Source: an optimization exercise on an open RTL-to-GDS flow (aim: small area, a short achievable clock period and few clock cycles per item). Production flows keep margins and buffers that such runs may drop.
In this exercise RTL edits were held to simulation tests only and were not proved equivalent to the original.
Power and IR drop assume default switching activity.

==> flow/design.v (excerpt) <==
module multiplier(
  output [63:0] prod,
  output busy,
  input [31:0] mc,
  input [31:0] mp,
  input clk,
  input rst,
  input start);
reg [31:0] M, S;
reg [30:0] C;
reg [23:0] Q;
reg [11:0] Ls, Lc;
reg t, cl, busy_r;
reg [1:0] cnt;
reg [5:0] d_one, d_two, d_neg;
wire fin = busy_r & (cnt == 2'd1);
wire it = start | busy_r;
wire dkeep = ~rst & (start | (busy_r & ~fin));   
function [17:0] dec;
  input [12:0] b;
  integer k;
  reg [5:0] o, w, n;
  begin
    for (k = 0; k < 6; k = k + 1) begin
      o[k] = b[2*k+1] ^ b[2*k];
      w[k] = (b[2*k+2] ^ b[2*k+1]) & ~(b[2*k+1] ^ b[2*k]);
      n[k] = b[2*k+2];
    end
    dec = {n, w, o};
  end
endfunction
wire [17:0] dec0 = dec({{mp[7:0], 4'd0}, 1'b0});
wire [17:0] decn = dec(busy_r ? Q[12:0] : {mp[19:7]});
wire [31:0] Me = busy_r ? M : mc;
wire [5:0] oe = busy_r ? d_one : dec0[5:0];
wire [5:0] we = busy_r ? d_two : dec0[11:6];
wire [5:0] ne = busy_r ? d_neg : dec0[17:12];
wire [31:0] Se = S & {32{busy_r}};
wire [30:0] Ce = C & {31{busy_r}};
wire te = t | ~busy_r;
wire [32:0] Mx = {Me[31], Me};
wire [33:0] Mx2 = {Mx, 1'b0};
wire [32:0] Mr = {M[31], M};
wire [33:0] Mr2 = {Mr, 1'b0};
wire [32:0] x0 = ({33{d_one[0]}} & Mr) | ({33{d_two[0]}} & Mr2[32:0]);
wire [32:0] p0 = x0 ^ {33{d_neg[0]}};
wire [33:0] pp0 = {~p0[32], p0};
wire [32:0] x1 = ({33{d_one[1]}} & Mr) | ({33{d_two[1]}} & Mr2[32:0]);
wire [32:0] p1 = x1 ^ {33{d_neg[1]}};
  ...
Size: about 170 flip-flops, about 130 I/O pins, roughly 16000 um^2 of cells after synthesis.
export LEC_CHECK = 0
export CAP_MARGIN = 20
export CORE_MARGIN = 2
export CORE_UTILIZATION = 55
export CTS_BUF_LIST = sky130_fd_sc_hd__clkbuf_8
export SETUP_SLACK_MARGIN = 0.1
export SLEW_MARGIN = 20
export SYNTH_HIERARCHICAL = 1
export SYNTH_MINIMUM_KEEP_SIZE = 0
export TNS_END_PERCENT = 40
create_clock -name core_clock -period 4.0 [get_ports {clk}]
standard.sh (not shown) runs the stock make flow with config.mk's settings and CLKGATE_MAP_FILE= SYNTH_SCRIPT=/design/flow/synth_recipe.tcl, a recipe that flattens the netlist after the stock synthesis.
==> flow/flow/run.sh <==
#!/bin/bash
# Layout flow: the standard flow (standard synthesis and ORFS steps), except
# that the port buffers inserted before global placement are buf_2 cells
# instead of the delay-cell buffers ORFS picks by default. Every input and
# output port still gets its own buffer.
set -euo pipefail
export BUFFER_PORTS_ARGS="-buffer_cell sky130_fd_sc_hd__buf_2"
bash standard.sh finish > standard_flow.log 2>&1
Testbench counts at the start, summed over its fixed seeds: cycles 9,600, items 3,200.
Change:
- CORE_UTILIZATION: 55 -> 50
- CTS_BUF_LIST: sky130_fd_sc_hd__clkbuf_8 -> default
- TNS_END_PERCENT: 40 -> default
The new run completed with no timing, DRC or antenna violations.
Hold slack is about the same.
Wire length goes up by a few percent.
Non-clock buffer count goes up by 3.
Utilization came out lower by 4.8 points.
Fmax barely changes.
Worst setup slack loses 0.011 ns.
Design area came out higher slightly.
Critical path depth is unchanged.
Change:
- CORE_UTILIZATION: 50 -> 40
- SETUP_SLACK_MARGIN: 0.1 -> 0.05
Design area came out lower by 0.31%.
Final cell count came out higher by 5.8%.
Worst setup slack is worse by 0.080 ns.
Core utilization came out lower by 12 points.
Hold slack is better by 0.013 ns.
Clock skew came out higher by 0.0064 ns.
Flip-flop and latch count stays the same.
Clock-buffer cell count came out lower by 1.
Die area came out higher by 24%.
Maximum frequency came out lower by 2.0%.
Change:
- CORE_UTILIZATION: 40 -> 50
What happened: Utilization went up by 12 points. Via count went up slightly. Routed wire length went down slightly. Design area went down slightly.
Change:
- CORE_UTILIZATION: 50 -> 55
What happened: Fmax shrinks by 0.52%; final area is about the same; utilization went up by 5.8 points; non-clock buffer count decreases by 3; wire length grows by 0.36%; worst setup slack loses 0.020 ns; count of clock-buffer cells in the layout is unchanged; critical path depth stays the same.
Change:
- CORE_UTILIZATION: 55 -> 40
- SETUP_SLACK_MARGIN: 0.05 -> 0.1
Fmax stays flat; power went up by a few percent; cell count went up by a little under a tenth; setup slack degrades by 0.011 ns; register-to-register slack barely changes; utilization went down by 17 points.

========
multiplier again, from the RTL that the note above started with.
export LEC_CHECK = 0
export CAP_MARGIN = 20
export CORE_MARGIN = 2
export CORE_UTILIZATION = 55
export SETUP_SLACK_MARGIN = 0.15
export SLEW_MARGIN = 20
export SYNTH_HIERARCHICAL = 1
export SYNTH_MINIMUM_KEEP_SIZE = 0
create_clock -name core_clock -period 4.0 [get_ports {clk}]
Scripts as last shown in full above: flow/flow/run.sh
Testbench counts at the start, summed over its fixed seeds: cycles 9,600, items 3,200.
Next try:
Settings changed: CTS_BUF_LIST set to sky130_fd_sc_hd__clkbuf_8, SETUP_SLACK_MARGIN 0.15 to 0.1.
Result: The changed run finished with timing, DRC and antenna clean; worst setup slack loses 0.044 ns; non-clock buffer count came out higher by 5; hold slack hardly moves; total power came out lower by 5.8%.
Next try:
Settings changed: CTS_BUF_LIST sky130_fd_sc_hd__clkbuf_8 to unset.
=>
- routed wire length goes up slightly
- maximum frequency barely changes
- via count is about the same
- total power rises by a few percent
- design area grows slightly
Next try:
Settings changed: CTS_BUF_LIST set to sky130_fd_sc_hd__clkbuf_8, SETUP_SLACK_MARGIN 0.1 to 0.15.
Synthesized area stays the same.
Setup slack improves by 0.037 ns.
Non-clock buffer count fell by 2.
Global-route usage rose by 0.51 points.
Cell count is about the same.
Design area hardly moves.
Via count barely changes.
Flip-flop and latch count does not change.
Power rose by 0.34%.
Sequential share of layout area is about the same.
Routed wire length rose by 0.47%.
Next try:
Settings changed: SETUP_SLACK_MARGIN 0.15 to 0.1, TNS_END_PERCENT set to 10.
Result:
- area after synthesis is unchanged
- power goes down by 2.7%
- sequential power climbs by about 2%
- fmax shrinks by about 3%
- utilization drops by 0.51 points
- clock power is about the same
- wire length went up by 2.5%
- clock-buffer cell count went down by 1
- flip-flop and latch count does not change
- via count is about the same
Next try:
Settings changed: CORE_UTILIZATION 55 to 60, CTS_BUF_LIST sky130_fd_sc_hd__clkbuf_8 to unset, TNS_END_PERCENT 10 to unset.
Effect:
- first-iteration DRC count climbs by 15%
- synthesized area is unchanged
- critical path depth does not change
- worst hold slack gets worse by 0.0045 ns
- fmax went up by 1.3%

========
Another version of the RTL of multiplier (not shown whole).
Size: ~0.016 mm^2 of cells after synthesis.
==> flow/config.mk <==
export PLATFORM = sky130hd
export DESIGN_NAME = multiplier
export DESIGN_NICKNAME = multiplier
export VERILOG_FILES = /design/flow/design.v
export SDC_FILE = /design/flow/constraint.sdc
export NUM_CORES = 4
export LEC_CHECK = 0
export CAP_MARGIN = 20
export CORE_MARGIN = 2
export CORE_UTILIZATION = 40
export SETUP_SLACK_MARGIN = 0.1
export SLEW_MARGIN = 20
export SYNTH_HIERARCHICAL = 1
export SYNTH_MINIMUM_KEEP_SIZE = 0
==> flow/constraint.sdc <==
create_clock -name core_clock -period 4.0 [get_ports {clk}]
set_input_delay 0.8000 -clock core_clock [delete_from_list [all_inputs] [get_ports {clk}]]
set_output_delay 0.8000 -clock core_clock [all_outputs]
set_load 0.01 [all_outputs]
==> flow/flow/run.sh <==
#!/bin/bash
# Layout flow: the standard flow (standard synthesis and ORFS steps), except
# that the port buffers inserted before global placement are buf_1 cells
# instead of the delay-cell buffers ORFS picks by default. Every input and
# output port still gets its own buffer.
set -euo pipefail
export BUFFER_PORTS_ARGS="-buffer_cell sky130_fd_sc_hd__buf_1"
bash standard.sh finish > standard_flow.log 2>&1
The first run completed with no timing, DRC or antenna violations.
Testbench counts at the start, summed over its fixed seeds: cycles 9,600, items 3,200.
Then changed:
==> flow/flow/run.sh (replaced) <==
#!/bin/bash
# Layout flow: the standard flow (standard synthesis and ORFS steps), except
# that the port buffers inserted before global placement are buf_2 cells
# instead of the delay-cell buffers ORFS picks by default. Every input and
# output port still gets its own buffer.
set -euo pipefail
export BUFFER_PORTS_ARGS="-buffer_cell sky130_fd_sc_hd__buf_2"
bash standard.sh finish > standard_flow.log 2>&1
What happened: The new run completed with no timing, DRC or antenna violations. Synthesized cell count does not change. Wire length decreases by about 0.7%. Clock-buffer cell count decreases by 1. Clock power decreases by about 4%. Design area decreases by 0.38%. Non-clock buffer count decreases by 15. Via count stays flat. Fmax decreases by 0.60%. Hold slack gains 0.0074 ns.

========
Another version of the RTL of multiplier (not shown whole).
For scale: about 150 flip-flops, ~13000 um^2 of cells after synthesis.
## multiplier
module multiplier(
  output [63:0] prod,
  output busy,
  input [31:0] mc,
  input [31:0] mp,
  input clk,
  input rst,
  input start);
Settings: LEC_CHECK=0, CAP_MARGIN=20, CORE_MARGIN=2, CORE_UTILIZATION=40, SETUP_SLACK_MARGIN=0.4, SLEW_MARGIN=20; clock period 4.0 ns.
run.sh (not shown) runs the stock make flow with config.mk's settings and CLKGATE_MAP_FILE= SYNTH_SCRIPT=/design/flow/synth_recipe.tcl, a recipe that flattens the netlist after the stock synthesis.
Stock flow here: none of the scripts above is used.
Testbench counts at the start, summed over its fixed seeds: cycles 12,800, items 3,200.
Change:
--- a/flow/config.mk
+++ b/flow/config.mk
@@ -10 +10 @@
-export CORE_UTILIZATION = 40
+export CORE_UTILIZATION = 65
Outcome: This time the run finished but fails on negative setup slack; flip-flop and latch count is unchanged; design area drops by 1.7%; worst setup slack is worse by 0.31 ns; worst hold slack is about the same; sequential power climbs by about 3%; routed wire length climbs by 13%; final cell count drops by 9.5%; first-iteration DRC count climbs by 44%.

[separate check: timing with driven ports]
In the flow no input, the clock included, has a driving cell. The finished layouts below were timed again as built, in two steps.
Step 1, drivers: a clkbuf_16 drives clk and a buf_2 each remaining input, both assumed.
Step 2 moves the port delays by t, midway between the first and last clock arrival at a register: inputs arrive t later, outputs are due t later. That takes back most of the time a late clock gives input paths.
Three values: ideal, step 1, step 2; two values: the first two.
run	t, ns	slack for setup (ns)	worst hold slack (ns)	worst setup path at the end	pins driven straight from the clock port
the first run of note 1	0.532	0.161 / 0.130 / -0.220	0.420 / 0.420 / 0.420	input to register	1
the second run of note 1	0.510	0.150 / 0.142 / -0.229	0.423 / 0.423 / 0.423	input to register	1
the third run of note 1	0.526	0.070 / 0.018 / -0.305	0.435 / 0.435 / 0.435	input to register	1
the fourth run of note 1	0.511	0.142 / 0.091 / -0.248	0.432 / 0.432 / 0.432	input to register	1
the fifth run of note 1	0.502	0.122 / 0.122 / -0.216	0.413 / 0.413 / 0.413	input to register	1
the sixth run of note 1	0.513	0.111 / 0.058 / -0.291	0.436 / 0.436 / 0.436	input to register	1
the first run of note 2	0.488	0.202 / 0.174 / -0.215	0.424 / 0.424 / 0.424	input to register	1
the second run of note 2	0.532	0.158 / 0.158 / -0.259	0.424 / 0.424 / 0.424	input to register	1
the third run of note 2	0.495	0.148 / 0.148 / -0.236	0.422 / 0.422 / 0.422	input to register	1
the fourth run of note 2	0.522	0.185 / 0.138 / -0.223	0.428 / 0.428 / 0.428	input to register	1
the fifth run of note 2	0.556	0.070 / 0.070 / -0.328	0.425 / 0.425 / 0.425	input to register	1
the sixth run of note 2	0.492	0.122 / 0.122 / -0.333	0.420 / 0.420 / 0.420	input to register	1
the first run of note 3	0.520	0.105 / 0.106 / -0.392	0.431 / 0.431 / 0.431	input to register	1
the second run of note 3	0.499	0.081 / 0.081 / -0.385	0.438 / 0.438 / 0.438	input to register	1
the first run of note 4	0.484	0.057 / 0.007 / -0.016	0.408 / 0.408 / 0.408	input to register	1
the second run of note 4	0.492	-0.252 / -0.302 / -0.076	0.408 / 0.408 / 0.408	input to register	1
With both steps, setup timing fails in 15 of these runs, where it was met with ideal ports. For the first run of note 3, which loses most, drivers alone change the setup slack by +0.001 ns; drivers and shift together by -0.497 ns.
